This is an optimization exercise on Yosys and OpenROAD, whose aim is a short achievable clock period and few clock cycles, not a production implementation. RTL that was checked went through simulation tests only; none was proved equivalent to the original. Power is estimated from default activity; no workload was simulated.

==> v11: inputs <==
Design MIPS, start of the top module:
module MIPS(clk,rst,imem_addr,imem_rdata,dmem_addr,dmem_wdata,dmem_wmask,dmem_rdata,wb_en,wb_rd,wb_data);
export LEC_CHECK = 0
export ABC_CLOCK_PERIOD_IN_PS = 3500
export CAP_MARGIN = 20
export CORE_MARGIN = 2
export CORE_UTILIZATION = 40
export PLACE_DENSITY = 0.6
export SLEW_MARGIN = 20
create_clock -name core_clock -period 11.0 [get_ports {clk}]
standard.sh (not shown) runs the stock make flow with config.mk's settings and CLKGATE_MAP_FILE= SYNTH_SCRIPT=/design/flow/synth_recipe.tcl, a recipe that flattens the netlist after the stock synthesis.
==> flow/flow/run.sh <==
#!/bin/bash
set -euo pipefail
bash standard.sh SETUP_SLACK_MARGIN=7.5 TNS_END_PERCENT=100 finish > run_standard.log 2>&1
==> v5 (differences from v11) <==
--- a/flow/design.v
+++ b/flow/design.v
@@ -15,10 +15,11 @@
     reg        fd_v;
     reg [31:0] fd_ir;
     reg [31:0] fd_pc4;
     reg        fd_pred;        
     reg        fd_pjr;         
+    reg        fd_bfix;        
     reg [31:0] fd_rsv, fd_rtv;      
     reg        fd_ers, fd_ert;      
     reg        fd_mrs, fd_mrt;      
     reg        fd_wrs, fd_wrt;      
     reg        de_v;           
@@ -36,17 +37,18 @@
     reg [4:0]  de_sh;
     reg        de_add, de_sub, de_and, de_or, de_xor, de_nor, de_slt, de_sltu, de_sll, de_srl, de_sra;
     reg        de_br;
     reg [2:0]  de_brt;         
     reg        de_pred;
+    reg        de_eqab, de_az;      
     reg [31:0] de_alt;
     reg        em_we;
     reg [4:0]  em_rd;
     reg        em_ld;
     reg [2:0]  em_ldt;
     reg [3:0]  em_mask;
-    reg [31:0] em_res;
+    reg [31:0] em_sum, em_dif, em_oth;    
     reg [31:0] em_addr;        
     reg [31:0] em_sdata;
     reg        mw_we;
     reg [4:0]  mw_rd;
     reg [31:0] mw_res;
@@ -57,11 +59,15 @@
     wire [4:0]  f_rs   = imem_rdata[25:21];
     wire [4:0]  f_rt   = imem_rdata[20:16];
     wire        f_jmp  = (f_op == 6'b000010) | (f_op == 6'b000011);
     wire        f_br   = (f_op == 6'b000001) | (f_op[5:2] == 4'b0001);
     wire        f_pred = f_br & imem_rdata[15];
-    wire [31:0] f_btgt = pc4 + {{14{imem_rdata[15]}}, imem_rdata[15:0], 2'b00};
+    localparam FBW = 16;
+    wire [FBW:0] f_blo = {1'b0, pc4[FBW+1:2]} + {1'b0, imem_rdata[FBW-1:0]};
+    wire [31:0] f_btgt = {pc4[31:FBW+2], f_blo[FBW-1:0], pc4[1:0]};
+    wire [16:0] f_ihi  = {1'b1, imem_rdata[15:0]} >> FBW;      
+    wire        f_bfix = f_pred & ~(f_blo[FBW] & (&f_ihi[16-FBW:0]));
     wire [31:0] f_jtgt = {pc4[31:28], imem_rdata[25:0], 2'b00};
     wire        f_ret  = (f_op == 6'b000000) & (imem_rdata[5:0] == 6'b001000) & (f_rs == 5'd31);
     wire        f_redir = f_jmp | f_pred | f_ret;
     wire [31:0] f_tgt  = f_ret ? ra_pred : f_jmp ? f_jtgt : f_btgt;
     wire [31:0] f_rsv = (f_rs == 5'd0) ? 32'd0 : (mw_we && mw_rd == f_rs) ? mw_res : rf[f_rs];
@@ -136,10 +142,11 @@
             3'd3: ldata = {{24{dmem_rdata[7]}}, dmem_rdata[7:0]};
             3'd4: ldata = {24'b0, dmem_rdata[7:0]};
             default: ldata = dmem_rdata;
         endcase
     end
+    wire [31:0] em_res = em_sum | em_dif | em_oth;
     wire [31:0] m_val = em_ld ? ldata : em_res;
     wire [31:0] d_rsv = fd_mrs ? em_res : fd_wrs ? mw_res : fd_rsv;
     wire [31:0] d_rtv = fd_mrt ? em_res : fd_wrt ? mw_res : fd_rtv;
     wire [31:0] d_rso = fd_mrs ? m_val : fd_wrs ? mw_res : fd_rsv;
     wire [31:0] d_rto = fd_mrt ? m_val : fd_wrt ? mw_res : fd_rtv;
@@ -152,44 +159,43 @@
     wire        d_eq   = (d_rsv == d_rtv);
     wire        d_az   = (d_rsv == 32'd0);
     wire        d_neg  = d_rsv[31];
     wire        d_taken = i_beq ? d_eq : i_bne ? ~d_eq : i_blez ? (d_neg | d_az) :
                           i_bgtz ? ~(d_neg | d_az) : i_bltz ? d_neg : ~d_neg;
-    wire        d_bres = i_branch & ~br_dep;
+    wire        d_bres = i_branch & ~br_dep & ~fd_bfix;
     wire [31:0] br_tgt = fd_pc4 + {simm[29:0], 2'b00};
     wire [31:0] br_alt = fd_pred ? fd_pc4 : br_tgt;
     wire d_jrmis = (d_rsv != pc);
     wire d_redir_j  = i_jalr | (i_jr & (~fd_pjr | d_jrmis));
     wire d_redir_b  = d_bres & (d_taken != fd_pred);
-    wire d_redir_raw = d_redir_j | d_redir_b;
-    wire [31:0] d_tgt = (i_jr | i_jalr) ? d_rsv : br_alt;
+    wire d_redir_raw = d_redir_j | d_redir_b | fd_bfix;
+    wire [31:0] d_tgt = (i_jr | i_jalr) ? d_rsv : fd_bfix ? br_tgt : br_alt;
     wire e_v = de_v & ~e_kill;
     wire [31:0] fa = de_fa ? em_res : de_a;
     wire [31:0] fb = de_fb ? em_res : de_b;
     wire [31:0] fs = de_fs ? em_res : de_s;
     wire [4:0]  shamt = de_shv ? fa[4:0] : de_sh;
-    wire [31:0] sum   = fa + fb;
-    wire [31:0] diff  = fa - fb;
+    wire [31:0] sum, diff;
+    ks_add32 add_u (.a(fa), .b(fb),  .ci(1'b0), .s(sum));
+    ks_add32 sub_u (.a(fa), .b(~fb), .ci(1'b1), .s(diff));
     wire        lt_s  = ({~fa[31], fa[30:0]} < {~fb[31], fb[30:0]});
     wire        lt_u  = (fa < fb);
     wire [31:0] shl   = fb << shamt;
     wire [31:0] shr   = fb >> shamt;
     wire [31:0] sar   = shr | ({32{fb[31]}} & ~(32'hffffffff >> shamt));
-    wire [31:0] alu =
-          ({32{de_add}}  & sum)
-        | ({32{de_sub}}  & diff)
-        | ({32{de_and}}  & (fa & fb))
+    wire [31:0] alu_oth =
+          ({32{de_and}}  & (fa & fb))
         | ({32{de_or}}   & (fa | fb))
         | ({32{de_xor}}  & (fa ^ fb))
         | ({32{de_nor}}  & ~(fa | fb))
         | ({32{de_slt}}  & {31'b0, lt_s})
         | ({32{de_sltu}} & {31'b0, lt_u})
         | ({32{de_sll}}  & shl)
         | ({32{de_srl}}  & shr)
         | ({32{de_sra}}  & sar);
-    wire eq   = (fa == fb);
-    wire az   = (fa == 32'd0);
+    wire eq   = de_fa ? (de_fb ? 1'b1 : (em_res == de_b)) : (de_fb ? (de_a == em_res) : de_eqab);
+    wire az   = de_fa ? (em_res == 32'd0) : de_az;
     wire aneg = fa[31];
     reg  taken;
     always @(*) begin
         case (de_brt)
             3'd0: taken = eq;
@@ -231,10 +237,11 @@
         if (!hold) begin
             fd_ir   <= imem_rdata;
             fd_pc4  <= pc4;
             fd_pred <= f_pred;
             fd_pjr  <= f_ret;
+            fd_bfix <= f_bfix;
             fd_rsv  <= f_rsv;
             fd_rtv  <= f_rtv;
         end else begin
             fd_rsv  <= d_rso;
             fd_rtv  <= d_rto;
@@ -246,11 +253,11 @@
         fd_wrs <= m_wr & (em_rd == nx_rs);
         fd_wrt <= m_wr & (em_rd == nx_rt);
     end
     always @(posedge clk) begin
         if (rst)                         ra_pred <= 32'd0;
-        else if (d_go & ~e_redir & (i_jal | i_jalr)) ra_pred <= fd_pc4;
+        else if (d_go & (i_jal | i_jalr)) ra_pred <= fd_pc4;
     end
     always @(posedge clk) begin
         if (rst) begin
             de_v   <= 1'b0;
             e_kill <= 1'b0;
@@ -262,11 +269,11 @@
             de_v   <= d_go;
             e_kill <= e_redir;
             de_we  <= d_go & d_we;
             de_ld  <= d_go & i_load;
             de_st  <= d_go & i_store;
-            de_br  <= d_go & i_branch & br_dep;
+            de_br  <= d_go & i_branch & (br_dep | fd_bfix);
         end
     end
     always @(posedge clk) begin
         de_rd <= d_rd;
         de_mem <= i_load | i_store;
@@ -292,10 +299,12 @@
         de_sll <= i_sll | i_sllv;
         de_srl <= i_srl | i_srlv;
         de_sra <= i_sra | i_srav;
         de_brt <= i_beq ? 3'd0 : i_bne ? 3'd1 : i_blez ? 3'd2 : i_bgtz ? 3'd3 : i_bltz ? 3'd4 : 3'd5;
         de_pred <= fd_pred;
+        de_eqab <= (d_rso == d_rto);
+        de_az   <= (d_rso == 32'd0);
         de_alt  <= br_alt;
     end
     always @(posedge clk) begin
         if (rst) begin
             em_we   <= 1'b0;
@@ -308,11 +317,13 @@
         end
     end
     always @(posedge clk) begin
         em_rd    <= de_rd;
         em_ldt   <= de_ldt;
-        em_res   <= alu;
+        em_sum   <= de_add ? sum : 32'd0;
+        em_dif   <= de_sub ? diff : 32'd0;
+        em_oth   <= alu_oth;
         em_sdata <= fs;
         if (de_mem) em_addr <= sum;
     end
     always @(posedge clk) begin
         if (rst) mw_we <= 1'b0;
@@ -337,5 +348,32 @@
     assign dmem_wmask = em_mask;
     assign wb_en      = mw_we;
     assign wb_rd      = mw_rd;
     assign wb_data    = wb_q;
 endmodule
+module ks_add32(
+    input  [31:0] a,
+    input  [31:0] b,
+    input         ci,
+    output [31:0] s
+);
+    reg [31:0] g [0:5];
+    reg [31:0] p [0:5];
+    integer k, j;
+    always @(*) begin
+        g[0] = a & b;
+        p[0] = a ^ b;
+        g[0][0] = (a[0] & b[0]) | ((a[0] ^ b[0]) & ci);
+        for (k = 1; k <= 5; k = k + 1) begin
+            for (j = 0; j < 32; j = j + 1) begin
+                if (j >= (1 << (k - 1))) begin
+                    g[k][j] = g[k-1][j] | (p[k-1][j] & g[k-1][j - (1 << (k - 1))]);
+                    p[k][j] = p[k-1][j] & p[k-1][j - (1 << (k - 1))];
+                end else begin
+                    g[k][j] = g[k-1][j];
+                    p[k][j] = p[k-1][j];
+                end
+            end
+        end
+    end
+    assign s = (a ^ b) ^ {g[5][30:0], ci};
+endmodule
==> flow/flow/run.sh (replaced) <==
#!/bin/bash
# Standard ORFS layout (the standard.sh, unchanged synthesis), with
#  - the port buffers (one per input and output, as in the standard flow)
#    made buf_4 instead of the smallest buffer.
# The SDC (clock period, I/O delays, loads) is the design's, untouched.
set -euo pipefail
bash standard.sh SETUP_SLACK_MARGIN=7.5 TNS_END_PERCENT=100 \
  "BUFFER_PORTS_ARGS=-buffer_cell sky130_fd_sc_hd__buf_4" finish > run_standard.log 2>&1
==> v13 (differences from v11) <==
--- a/flow/design.v
+++ b/flow/design.v
@@ -36,17 +36,18 @@
     reg [4:0]  de_sh;
     reg        de_add, de_sub, de_and, de_or, de_xor, de_nor, de_slt, de_sltu, de_sll, de_srl, de_sra;
     reg        de_br;
     reg [2:0]  de_brt;         
     reg        de_pred;
+    reg        de_eqab, de_az;      
     reg [31:0] de_alt;
     reg        em_we;
     reg [4:0]  em_rd;
     reg        em_ld;
     reg [2:0]  em_ldt;
     reg [3:0]  em_mask;
-    reg [31:0] em_res;
+    reg [31:0] em_sum, em_dif, em_oth;    
     reg [31:0] em_addr;        
     reg [31:0] em_sdata;
     reg        mw_we;
     reg [4:0]  mw_rd;
     reg [31:0] mw_res;
@@ -57,11 +58,13 @@
     wire [4:0]  f_rs   = imem_rdata[25:21];
     wire [4:0]  f_rt   = imem_rdata[20:16];
     wire        f_jmp  = (f_op == 6'b000010) | (f_op == 6'b000011);
     wire        f_br   = (f_op == 6'b000001) | (f_op[5:2] == 4'b0001);
     wire        f_pred = f_br & imem_rdata[15];
-    wire [31:0] f_btgt = pc4 + {{14{imem_rdata[15]}}, imem_rdata[15:0], 2'b00};
+    wire [16:0] f_blo  = {1'b0, pc4[17:2]} + {1'b0, imem_rdata[15:0]};
+    wire [13:0] pc4_hm = pc4[31:18] - 14'd1;
+    wire [31:0] f_btgt = {f_blo[16] ? pc4[31:18] : pc4_hm, f_blo[15:0], pc4[1:0]};
     wire [31:0] f_jtgt = {pc4[31:28], imem_rdata[25:0], 2'b00};
     wire        f_ret  = (f_op == 6'b000000) & (imem_rdata[5:0] == 6'b001000) & (f_rs == 5'd31);
     wire        f_redir = f_jmp | f_pred | f_ret;
     wire [31:0] f_tgt  = f_ret ? ra_pred : f_jmp ? f_jtgt : f_btgt;
     wire [31:0] f_rsv = (f_rs == 5'd0) ? 32'd0 : (mw_we && mw_rd == f_rs) ? mw_res : rf[f_rs];
@@ -136,10 +139,11 @@
             3'd3: ldata = {{24{dmem_rdata[7]}}, dmem_rdata[7:0]};
             3'd4: ldata = {24'b0, dmem_rdata[7:0]};
             default: ldata = dmem_rdata;
         endcase
     end
+    wire [31:0] em_res = em_sum | em_dif | em_oth;
     wire [31:0] m_val = em_ld ? ldata : em_res;
     wire [31:0] d_rsv = fd_mrs ? em_res : fd_wrs ? mw_res : fd_rsv;
     wire [31:0] d_rtv = fd_mrt ? em_res : fd_wrt ? mw_res : fd_rtv;
     wire [31:0] d_rso = fd_mrs ? m_val : fd_wrs ? mw_res : fd_rsv;
     wire [31:0] d_rto = fd_mrt ? m_val : fd_wrt ? mw_res : fd_rtv;
@@ -165,31 +169,30 @@
     wire e_v = de_v & ~e_kill;
     wire [31:0] fa = de_fa ? em_res : de_a;
     wire [31:0] fb = de_fb ? em_res : de_b;
     wire [31:0] fs = de_fs ? em_res : de_s;
     wire [4:0]  shamt = de_shv ? fa[4:0] : de_sh;
-    wire [31:0] sum   = fa + fb;
-    wire [31:0] diff  = fa - fb;
+    wire [31:0] sum, diff;
+    ks_add32 add_u (.a(fa), .b(fb),  .ci(1'b0), .s(sum));
+    ks_add32 sub_u (.a(fa), .b(~fb), .ci(1'b1), .s(diff));
     wire        lt_s  = ({~fa[31], fa[30:0]} < {~fb[31], fb[30:0]});
     wire        lt_u  = (fa < fb);
     wire [31:0] shl   = fb << shamt;
     wire [31:0] shr   = fb >> shamt;
     wire [31:0] sar   = shr | ({32{fb[31]}} & ~(32'hffffffff >> shamt));
-    wire [31:0] alu =
-          ({32{de_add}}  & sum)
-        | ({32{de_sub}}  & diff)
-        | ({32{de_and}}  & (fa & fb))
+    wire [31:0] alu_oth =
+          ({32{de_and}}  & (fa & fb))
         | ({32{de_or}}   & (fa | fb))
         | ({32{de_xor}}  & (fa ^ fb))
         | ({32{de_nor}}  & ~(fa | fb))
         | ({32{de_slt}}  & {31'b0, lt_s})
         | ({32{de_sltu}} & {31'b0, lt_u})
         | ({32{de_sll}}  & shl)
         | ({32{de_srl}}  & shr)
         | ({32{de_sra}}  & sar);
-    wire eq   = (fa == fb);
-    wire az   = (fa == 32'd0);
+    wire eq   = de_fa ? (de_fb ? 1'b1 : (em_res == de_b)) : (de_fb ? (de_a == em_res) : de_eqab);
+    wire az   = de_fa ? (em_res == 32'd0) : de_az;
     wire aneg = fa[31];
     reg  taken;
     always @(*) begin
         case (de_brt)
             3'd0: taken = eq;
@@ -246,11 +249,11 @@
         fd_wrs <= m_wr & (em_rd == nx_rs);
         fd_wrt <= m_wr & (em_rd == nx_rt);
     end
     always @(posedge clk) begin
         if (rst)                         ra_pred <= 32'd0;
-        else if (d_go & ~e_redir & (i_jal | i_jalr)) ra_pred <= fd_pc4;
+        else if (d_go & (i_jal | i_jalr)) ra_pred <= fd_pc4;
     end
     always @(posedge clk) begin
         if (rst) begin
             de_v   <= 1'b0;
             e_kill <= 1'b0;
@@ -292,10 +295,12 @@
         de_sll <= i_sll | i_sllv;
         de_srl <= i_srl | i_srlv;
         de_sra <= i_sra | i_srav;
         de_brt <= i_beq ? 3'd0 : i_bne ? 3'd1 : i_blez ? 3'd2 : i_bgtz ? 3'd3 : i_bltz ? 3'd4 : 3'd5;
         de_pred <= fd_pred;
+        de_eqab <= (d_rso == d_rto);
+        de_az   <= (d_rso == 32'd0);
         de_alt  <= br_alt;
     end
     always @(posedge clk) begin
         if (rst) begin
             em_we   <= 1'b0;
@@ -308,11 +313,13 @@
         end
     end
     always @(posedge clk) begin
         em_rd    <= de_rd;
         em_ldt   <= de_ldt;
-        em_res   <= alu;
+        em_sum   <= de_add ? sum : 32'd0;
+        em_dif   <= de_sub ? diff : 32'd0;
+        em_oth   <= alu_oth;
         em_sdata <= fs;
         if (de_mem) em_addr <= sum;
     end
     always @(posedge clk) begin
         if (rst) mw_we <= 1'b0;
@@ -337,5 +344,32 @@
     assign dmem_wmask = em_mask;
     assign wb_en      = mw_we;
     assign wb_rd      = mw_rd;
     assign wb_data    = wb_q;
 endmodule
+module ks_add32(
+    input  [31:0] a,
+    input  [31:0] b,
+    input         ci,
+    output [31:0] s
+);
+    reg [31:0] g [0:5];
+    reg [31:0] p [0:5];
+    integer k, j;
+    always @(*) begin
+        g[0] = a & b;
+        p[0] = a ^ b;
+        g[0][0] = (a[0] & b[0]) | ((a[0] ^ b[0]) & ci);
+        for (k = 1; k <= 5; k = k + 1) begin
+            for (j = 0; j < 32; j = j + 1) begin
+                if (j >= (1 << (k - 1))) begin
+                    g[k][j] = g[k-1][j] | (p[k-1][j] & g[k-1][j - (1 << (k - 1))]);
+                    p[k][j] = p[k-1][j] & p[k-1][j - (1 << (k - 1))];
+                end else begin
+                    g[k][j] = g[k-1][j];
+                    p[k][j] = p[k-1][j];
+                end
+            end
+        end
+    end
+    assign s = (a ^ b) ^ {g[5][30:0], ci};
+endmodule
==> flow/flow/run.sh (replaced) <==
#!/bin/bash
# Standard ORFS layout (the standard.sh, unchanged synthesis), with
#  - the port buffers (one per input and output, as in the standard flow)
#    made buf_4 instead of the smallest buffer.
# The SDC (clock period, I/O delays, loads) is the design's, untouched.
set -euo pipefail
bash standard.sh SETUP_SLACK_MARGIN=7.5 TNS_END_PERCENT=100 \
  "BUFFER_PORTS_ARGS=-buffer_cell sky130_fd_sc_hd__buf_4" finish > run_standard.log 2>&1
==> notes.md <==
status complete, no violations; NumNets Final 8620; Vias/cell approximately 6.6; crit-path max cell delay ~0.6 ns; CP Class reg2reg; P_seq roughly 0.0073 W; DP HPWL between 200000 and 300000 um; comb pwr 0.00418 W
That was v5.
==> notes.md <==
status complete, no violations; P_seq 0.00712 W; crit-path max cell delay 0.46 ns; comb pwr 0.00409 W; CP Class reg2reg
That was v11.
==> notes.md <==
status complete, no violations; nonclk inv count roughly 180; P_seq 0.00723 W; crit-path max cell delay around 0.40 ns; area of the multi-input gates about 49000 um^2; comb pwr 0.00418 W; CP Class in2reg; NumNets Final between 8000 and 9000; DRT antenna net count 0
That was v13.
Testbench counts of v5, summed over its fixed seeds: cycles 32,305.
Testbench counts of v13, summed over its fixed seeds: cycles 32,305.
For v11, only the layout was checked, not whether the RTL still works.

afterwards: timing with drivers on the ports:
In the flow no input, the clock included, has a driving cell. The finished layouts below were timed again as built, in two steps. Step 1 (the two cells are an assumption about what drives the block):
set clk [get_ports {clk}]
set_driving_cell -lib_cell sky130_fd_sc_hd__clkbuf_16 $clk
set_driving_cell -lib_cell sky130_fd_sc_hd__buf_2 [delete_from_list [all_inputs] $clk]
Step 2 also shifts input and output timing later by t, the mid clock arrival at the registers, as if the neighbouring blocks saw the same clock. a / b / c = ideal / step 1 / step 2; a / b = the first two.
run | t, ns | setup WS [ns] | worst slew at a driven data input, ns
v11 | 0.956 | 6.710 / 6.710 / 5.882 | 0.40
v5 | 0.942 | 6.572 / 6.572 / 5.791 | 0.37
v13 | 0.960 | 6.644 / 6.679 / 5.740 | 0.39
After both steps setup and hold are still met in every run listed. For v13, which loses most, drivers alone change the setup slack by +0.035 ns; drivers and shift together by -0.904 ns.
